From an optimization exercise on the open Yosys and OpenROAD flow, aimed at small area; shortcuts taken in it are not production practice.
Where RTL was checked, it was by simulation tests only, not by an equivalence proof against the original.

==> inputs of run M <==
// Median_Finder_9inputs_8bits
module Median_Finder_9inputs_8bits(
    output wire [7:0] median_pixel,
    output wire       out_valid,
    input  wire [7:0] pixel0, pixel1, pixel2,
    input  wire [7:0] pixel3, pixel4, pixel5,
    input  wire [7:0] pixel6, pixel7, pixel8,
    input  wire       in_valid,
    input  wire       rst,
    input  wire       clk
);
    reg [3:0] valid_q;
    always @(posedge clk) begin
        if (rst) valid_q <= 4'b0;
        else     valid_q <= {valid_q[2:0], in_valid};
    end
    assign out_valid = valid_q[3];
    wire [7:0] x0_0 = pixel0, x0_1 = pixel1, x0_2 = pixel2;
    wire [7:0] x0_3 = pixel3, x0_4 = pixel4, x0_5 = pixel5;
    wire [7:0] x0_6 = pixel6, x0_7 = pixel7, x0_8 = pixel8;
    wire [7:0] m;    
    wire e7_0 = x0_0[7];
    wire e7_1 = x0_1[7];
    wire e7_2 = x0_2[7];
    wire e7_3 = x0_3[7];
    wire e7_4 = x0_4[7];
    wire e7_5 = x0_5[7];
    wire e7_6 = x0_6[7];
    wire e7_7 = x0_7[7];
    wire e7_8 = x0_8[7];
  ...
Settings: LEC_CHECK=0, ABC_AREA=1, CAP_MARGIN=20, CORE_MARGIN=2, CORE_UTILIZATION=40, CTS_BUF_LIST=sky130_fd_sc_hd__clkbuf_8, GPL_TIMING_DRIVEN=0, SLEW_MARGIN=20; clock period 2.5 ns.
standard.sh (not shown) runs the stock make flow with config.mk's settings and CLKGATE_MAP_FILE= SYNTH_SCRIPT=/design/flow/synth_recipe.tcl, a recipe that flattens the netlist after the stock synthesis.
==> flow/flow/run.sh <==
#!/bin/bash
# Own layout flow: the standard flow, with two changes:
#  - synthesis maps the logic with the ABC script in flow/abc.script (an
#    area-oriented mapping) instead of ORFS's; the rest of the standard
#    synthesis (synth_recipe.tcl) is unchanged, so registers keep their names;
#  - port buffers are plain buffers (flow/ports.txt names the cell) instead
#    of the default delay cell.
# Each tool's output goes to a log file in the folder this runs in.
set -euo pipefail
W=$PWD
F=$W/flow
sed 's|log_cmd abc {\*}\$abc_args|log_cmd abc {*}[lreplace $abc_args 1 1 '"$F"'/abc.script]|' \
    "$FLOW_HOME/scripts/synth.tcl" > "$W/own_synth_core.tcl"
grep -q "$F/abc.script" "$W/own_synth_core.tcl"
sed "s|source \$::env(SCRIPTS_DIR)/synth.tcl|source $W/own_synth_core.tcl|" \
    "$W/synth_recipe.tcl" > "$W/own_synth.tcl"
grep -q "own_synth_core.tcl" "$W/own_synth.tcl"
bash "$W/standard.sh" "SYNTH_SCRIPT=$W/own_synth.tcl" synth > "$W/own_synth.log" 2>&1
EXTRA=()
while read -r line; do
    [[ -z "$line" || "$line" == \#* ]] || EXTRA+=("$line")
done < "$F/make_vars.txt"
bash "$W/standard.sh" "${EXTRA[@]}" finish > "$W/own_layout.log" 2>&1
==> flow/flow/abc.script <==
strash
dch
map -D 2000
topo
stime -c
buffer -c
upsize -D 2000 -c
dnsize -D 2000 -c
==> flow/flow/make_vars.txt <==
# extra make variables for the layout, one per line
BUFFER_PORTS_ARGS=-buffer_cell sky130_fd_sc_hd__buf_1
CTS_ARGS=-sink_clustering_enable -repair_clock_nets -buf_list sky130_fd_sc_hd__clkbuf_4 -dont_use_dummy_load -sink_clustering_size 8 -sink_clustering_max_diameter 40
==> run A (differences from run M) <==
--- a/flow/flow/run.sh
+++ b/flow/flow/run.sh
@@ -1,10 +1,13 @@
 #!/bin/bash
-# Own layout flow: the standard flow, with two changes:
-#  - synthesis maps the logic with the ABC script in flow/abc.script (an
-#    area-oriented mapping) instead of ORFS's; the rest of the standard
-#    synthesis (synth_recipe.tcl) is unchanged, so registers keep their names;
-#  - port buffers are plain buffers (flow/ports.txt names the cell) instead
-#    of the default delay cell.
+# Own layout flow: the standard flow, with these changes:
+#  - synthesis maps the logic with the ABC script in flow/abc.script (a
+#    mapping to a 2 ns delay target with area recovery) instead of ORFS's;
+#    the rest of the standard synthesis (synth_recipe.tcl) is unchanged, so
+#    registers keep their names;
+#  - flow/make_vars.txt adds make variables to the layout steps (one per
+#    line): the cell buffer_ports puts on every port (a small plain buffer
+#    instead of the default delay cell) and the clock tree options (small
+#    clock buffers, no dummy loads).
 # Each tool's output goes to a log file in the folder this runs in.
 set -euo pipefail
 W=$PWD
==> flow/flow/abc.script (replaced) <==
strash
&get -n
&fraig -x
&put
dc2
strash
&get -n
&dch -f
&nf -D 2000
&put
topo
stime -c
buffer -c
upsize -D 2000 -c
dnsize -D 2000 -c
==> flow/flow/make_vars.txt (replaced) <==
# extra make variables for the layout, one per line
BUFFER_PORTS_ARGS=-buffer_cell sky130_fd_sc_hd__buf_1
CTS_ARGS=-sink_clustering_enable -repair_clock_nets -buf_list sky130_fd_sc_hd__clkbuf_4 -dont_use_dummy_load -sink_clustering_size 8
- CTS_BUF_LIST: sky130_fd_sc_hd__clkbuf_8 -> not set
- SETUP_SLACK_MARGIN: not set -> 0.05
==> run E (differences from run M) <==
==> flow/flow/make_vars.txt (replaced) <==
# extra make variables for the layout, one per line
BUFFER_PORTS_ARGS=-buffer_cell sky130_fd_sc_hd__buf_2
- CTS_BUF_LIST: sky130_fd_sc_hd__clkbuf_8 -> not set
- GPL_TIMING_DRIVEN: 0 -> not set
==> run K (differences from run M) <==
==> flow/flow/make_vars.txt (replaced) <==
# extra make variables for the layout, one per line
BUFFER_PORTS_ARGS=-buffer_cell sky130_fd_sc_hd__buf_1
==> notes <==
Register-to-register slack is about the same in run A and run E.
Via count: run A is smaller than run M (9.8%).
In synthesized area, run M and run E do not differ.
In flip-flop and latch count, run M and run E do not differ.
The highest wire length belongs to run K, the lowest to run A.


==> inputs of onyx <==
==> flow/design.v <==
module Median9_Bit(
    input  wire [8:0] b,
    output wire       m
);
    wire lo0 = b[0] & b[1] & b[2];
    wire lo1 = b[3] & b[4] & b[5];
    wire lo2 = b[6] & b[7] & b[8];
    wire hi0 = b[0] | b[1] | b[2];
    wire hi1 = b[3] | b[4] | b[5];
    wire hi2 = b[6] | b[7] | b[8];
    wire md0 = (b[0] & b[1]) | (b[1] & b[2]) | (b[0] & b[2]);
    wire md1 = (b[3] & b[4]) | (b[4] & b[5]) | (b[3] & b[5]);
    wire md2 = (b[6] & b[7]) | (b[7] & b[8]) | (b[6] & b[8]);
    wire a   = lo0 | lo1 | lo2;
    wire c   = hi0 & hi1 & hi2;
    wire d   = (md0 & md1) | (md1 & md2) | (md0 & md2);
    assign m = (a & c) | (c & d) | (a & d);
endmodule
module Median9_Stage #(parameter integer HI = 7, parameter integer LO = 0) (
    input  wire [9*(HI+1)-1:0] vin,
    output reg  [HI:LO]        med,
    output reg  [9*(LO+1)-1:0] vout    
);
    reg [8:0] gt, lt, e;
    integer b, i;
    always @* begin
        gt = 9'b0;
        lt = 9'b0;
        e  = 9'b0;
        for (b = HI; b >= LO; b = b - 1) begin
            for (i = 0; i < 9; i = i + 1)
                e[i] = gt[i] | (vin[i*(HI+1) + b] & ~lt[i]);
            med[b] = maj9(e);
            gt = gt | (e & ~{9{med[b]}});
            lt = lt | (~e & {9{med[b]}});
        end
        vout = {9*(LO+1){1'b0}};
        for (i = 0; i < 9; i = i + 1)
            for (b = 0; b < LO; b = b + 1)
                vout[i*(LO+1) + b] = gt[i] | (vin[i*(HI+1) + b] & ~lt[i]);
    end
    function maj9(input [8:0] x);
        reg a, c, d;
        begin
            a = (&x[2:0]) | (&x[5:3]) | (&x[8:6]);
            c = (|x[2:0]) & (|x[5:3]) & (|x[8:6]);
            d = maj3(maj3(x[0], x[1], x[2]), maj3(x[3], x[4], x[5]), maj3(x[6], x[7], x[8]));
            maj9 = maj3(a, c, d);
        end
    endfunction
    function maj3(input p, input q, input r);
        maj3 = (p & q) | (q & r) | (p & r);
    endfunction
endmodule
module Median_Finder_9inputs_8bits(
    output wire [7:0] median_pixel,
    output wire       out_valid,
    input  wire [7:0] pixel0, pixel1, pixel2,
    input  wire [7:0] pixel3, pixel4, pixel5,
    input  wire [7:0] pixel6, pixel7, pixel8,
    input  wire       in_valid,
    input  wire       rst,
    input  wire       clk
);
    localparam integer C1 = 5;    
    localparam integer C2 = 2;    
    reg [1:0] valid_q;
    always @(posedge clk) begin
        if (rst) valid_q <= 2'b0;
        else     valid_q <= {valid_q[0], in_valid};
    end
    assign out_valid = valid_q[1];
    wire [71:0] v0 = {pixel8, pixel7, pixel6, pixel5, pixel4,
                      pixel3, pixel2, pixel1, pixel0};
    wire [7:C1]      m1;
    wire [9*C1+8:0]  o1;
    Median9_Stage #(.HI(7), .LO(C1)) s1(.vin(v0), .med(m1), .vout(o1));
    reg  [9*C1-1:0]  v1_q;
    reg  [7:C1]      m1_q;
    integer i;
    always @(posedge clk) begin
        for (i = 0; i < 9; i = i + 1) v1_q[i*C1 +: C1] <= o1[i*(C1+1) +: C1];
        m1_q <= m1;
    end
    wire [C1-1:C2]   m2;
    wire [9*C2+8:0]  o2;
    Median9_Stage #(.HI(C1-1), .LO(C2)) s2(.vin(v1_q), .med(m2), .vout(o2));
    reg  [9*C2-1:0]  v2_q;
    reg  [7:C2]      m2_q;
    always @(posedge clk) begin
        for (i = 0; i < 9; i = i + 1) v2_q[i*C2 +: C2] <= o2[i*(C2+1) +: C2];
        m2_q <= {m1_q, m2};
    end
    wire [C2-1:0]    m3;
    wire [8:0]       o3;
    Median9_Stage #(.HI(C2-1), .LO(0)) s3(.vin(v2_q), .med(m3), .vout(o3));
    assign median_pixel = {m2_q, m3};
endmodule
==> flow/run.sh <==
#!/bin/bash
# synth_recipe.tcl (not shown) runs the flow's synth.tcl, then flattens the netlist and writes it again
# the make line also repeats each setting of config.mk as NAME=value (left out here)
make -C /OpenROAD-flow-scripts/flow DESIGN_CONFIG=/design/flow/config.mk WORK_HOME=/design/flow/orfs CLKGATE_MAP_FILE= SYNTH_SCRIPT=/design/flow/synth_recipe.tcl finish
==> flow/config.mk <==
export PLATFORM = sky130hd
export DESIGN_NAME = Median_Finder_9inputs_8bits
export DESIGN_NICKNAME = Median_Finder_9inputs_8bits
export VERILOG_FILES = /design/flow/design.v
export SDC_FILE = /design/flow/constraint.sdc
export NUM_CORES = 4
export LEC_CHECK = 0
export ABC_AREA = 1
export CAP_MARGIN = 20
export CORE_MARGIN = 2
export CORE_UTILIZATION = 40
export SLEW_MARGIN = 20
==> flow/constraint.sdc <==
create_clock -name core_clock -period 2.5 [get_ports {clk}]
set_input_delay 0.5000 -clock core_clock [delete_from_list [all_inputs] [get_ports {clk}]]
set_output_delay 0.5000 -clock core_clock [all_outputs]
set_load 0.01 [all_outputs]
==> willow: changes against onyx <==
==> flow/design.v, changed modules only <==
module Median9_Level #(parameter integer B = 7) (
    input  wire [71:0] vin,
    output wire        med,
    output wire [71:0] vout
);
    wire [8:0] top;
    genvar i;
    generate
        for (i = 0; i < 9; i = i + 1) begin : g_top
            assign top[i] = vin[i*8 + B];
        end
    endgenerate
    Median9_Bit u_maj(.b(top), .m(med));
    generate
        for (i = 0; i < 9; i = i + 1) begin : g_force
            wire up = top[i] & ~med;    
            wire dn = ~top[i] & med;    
            if (B > 0) begin : g_lo
                assign vout[i*8 +: B] = ({B{up}} | vin[i*8 +: B]) & ~{B{dn}};
            end
            assign vout[i*8 + B +: 8 - B] = vin[i*8 + B +: 8 - B];
        end
    endgenerate
endmodule
module Median_Finder_9inputs_8bits(
    output wire [7:0] median_pixel,
    output wire       out_valid,
    input  wire [7:0] pixel0, pixel1, pixel2,
    input  wire [7:0] pixel3, pixel4, pixel5,
    input  wire [7:0] pixel6, pixel7, pixel8,
    input  wire       in_valid,
    input  wire       rst,
    input  wire       clk
);
    localparam integer K = 3;    
    reg valid_q;
    always @(posedge clk) begin
        if (rst) valid_q <= 1'b0;
        else     valid_q <= in_valid;
    end
    assign out_valid = valid_q;
    wire [71:0] st [0:8];
    wire [7:0]  med;
    assign st[8] = {pixel8, pixel7, pixel6, pixel5, pixel4,
                    pixel3, pixel2, pixel1, pixel0};
    wire [71:0] lvl_out [0:7];
    genvar b, i;
    generate
        for (b = 7; b >= 0; b = b - 1) begin : g_lvl
            Median9_Level #(.B(b)) u_lvl(.vin(st[b+1]), .med(med[b]), .vout(lvl_out[b]));
            if (b == K) begin : g_cut
                reg [9*K-1:0] q;
                for (i = 0; i < 9; i = i + 1) begin : g_q
                    always @(posedge clk) q[i*K +: K] <= lvl_out[b][i*8 +: K];
                    assign st[b][i*8 +: 8] = {{(8-K){1'b0}}, q[i*K +: K]};
                end
            end else begin : g_wire
                assign st[b] = lvl_out[b];
            end
        end
    endgenerate
    reg [7-K:0] med_hi_q;
    always @(posedge clk) med_hi_q <= med[7:K];
    assign median_pixel = {med_hi_q, med[K-1:0]};
endmodule
// module Median9_Stage removed
- ABC_AREA: 1 -> unset
==> notes.md <==
item	willow	onyx
Status	finished with violations	finished with violations
Violated checks	negative setup slack	negative setup slack
First-pass iteration count of the detailed router	5	7
Startpoint type of the worst setup path	input pin	flip-flop
Syn_area_per_cell	7.07 µm²	6.06 µm²
Routed wire length	19.8 mm	23.8 mm
RePlAce Congestion	1.01	0.908
Slowest cell delay on critical path	0.40 ns	0.39 ns
Number of warning messages in the yosys log	1	4
Fraction of the mapped netlist area in adder cells	27.6%	0.413%
Inverter count	18	115
Number of placed cells counting well taps	1149	1183
Horiz. Die Dim	117 µm	114 µm
Growth of design area from synthesis to finish	73.8%	110%
Count of clock tree sinks	33	74
Total global-route track usage	28.1%	31.0%
Final Cycle Share	312%	139%
No functional check of the RTL was part of any run of this note.

[static timing again, ports no longer ideal]
The flow's constraints put no driver on any port. The routed layouts listed below were extracted and timed again, unchanged, in two steps. Step 1: set_driving_cell puts a clkbuf_16 on clk and a buf_2 on each other input, an assumption about the parent block. Step 2 times the ports against the registers' clock, not the clock port: input delays grow and output delays shrink by t, the midpoint of the rising clock arrivals with the driver on. Three values: ideal ports, drivers, drivers and shift; two values: the first two.
run | shift t [ns] | slack for setup (ns) | worst data-port slew with drivers (ns)
run M | 0.521 | 0.167 / 0.178 / -0.343 | 0.03
run A | 0.551 | 0.137 / 0.137 / -0.390 | 0.03
run E | 0.454 | 0.142 / 0.142 / -0.129 | 0.05
run K | 0.475 | 0.144 / 0.156 / -0.320 | 0.04
onyx | 0.386 | -0.985 / -0.985 / -1.346 | 0.06
willow | 0.317 | -5.310 / -5.315 / -5.632 | 0.05
With both steps, setup timing fails in run M, run A, run E and run K, where it was met with ideal ports. For run A, which loses most, drivers alone change the setup slack by 0.000 ns; drivers and shift together by -0.527 ns.
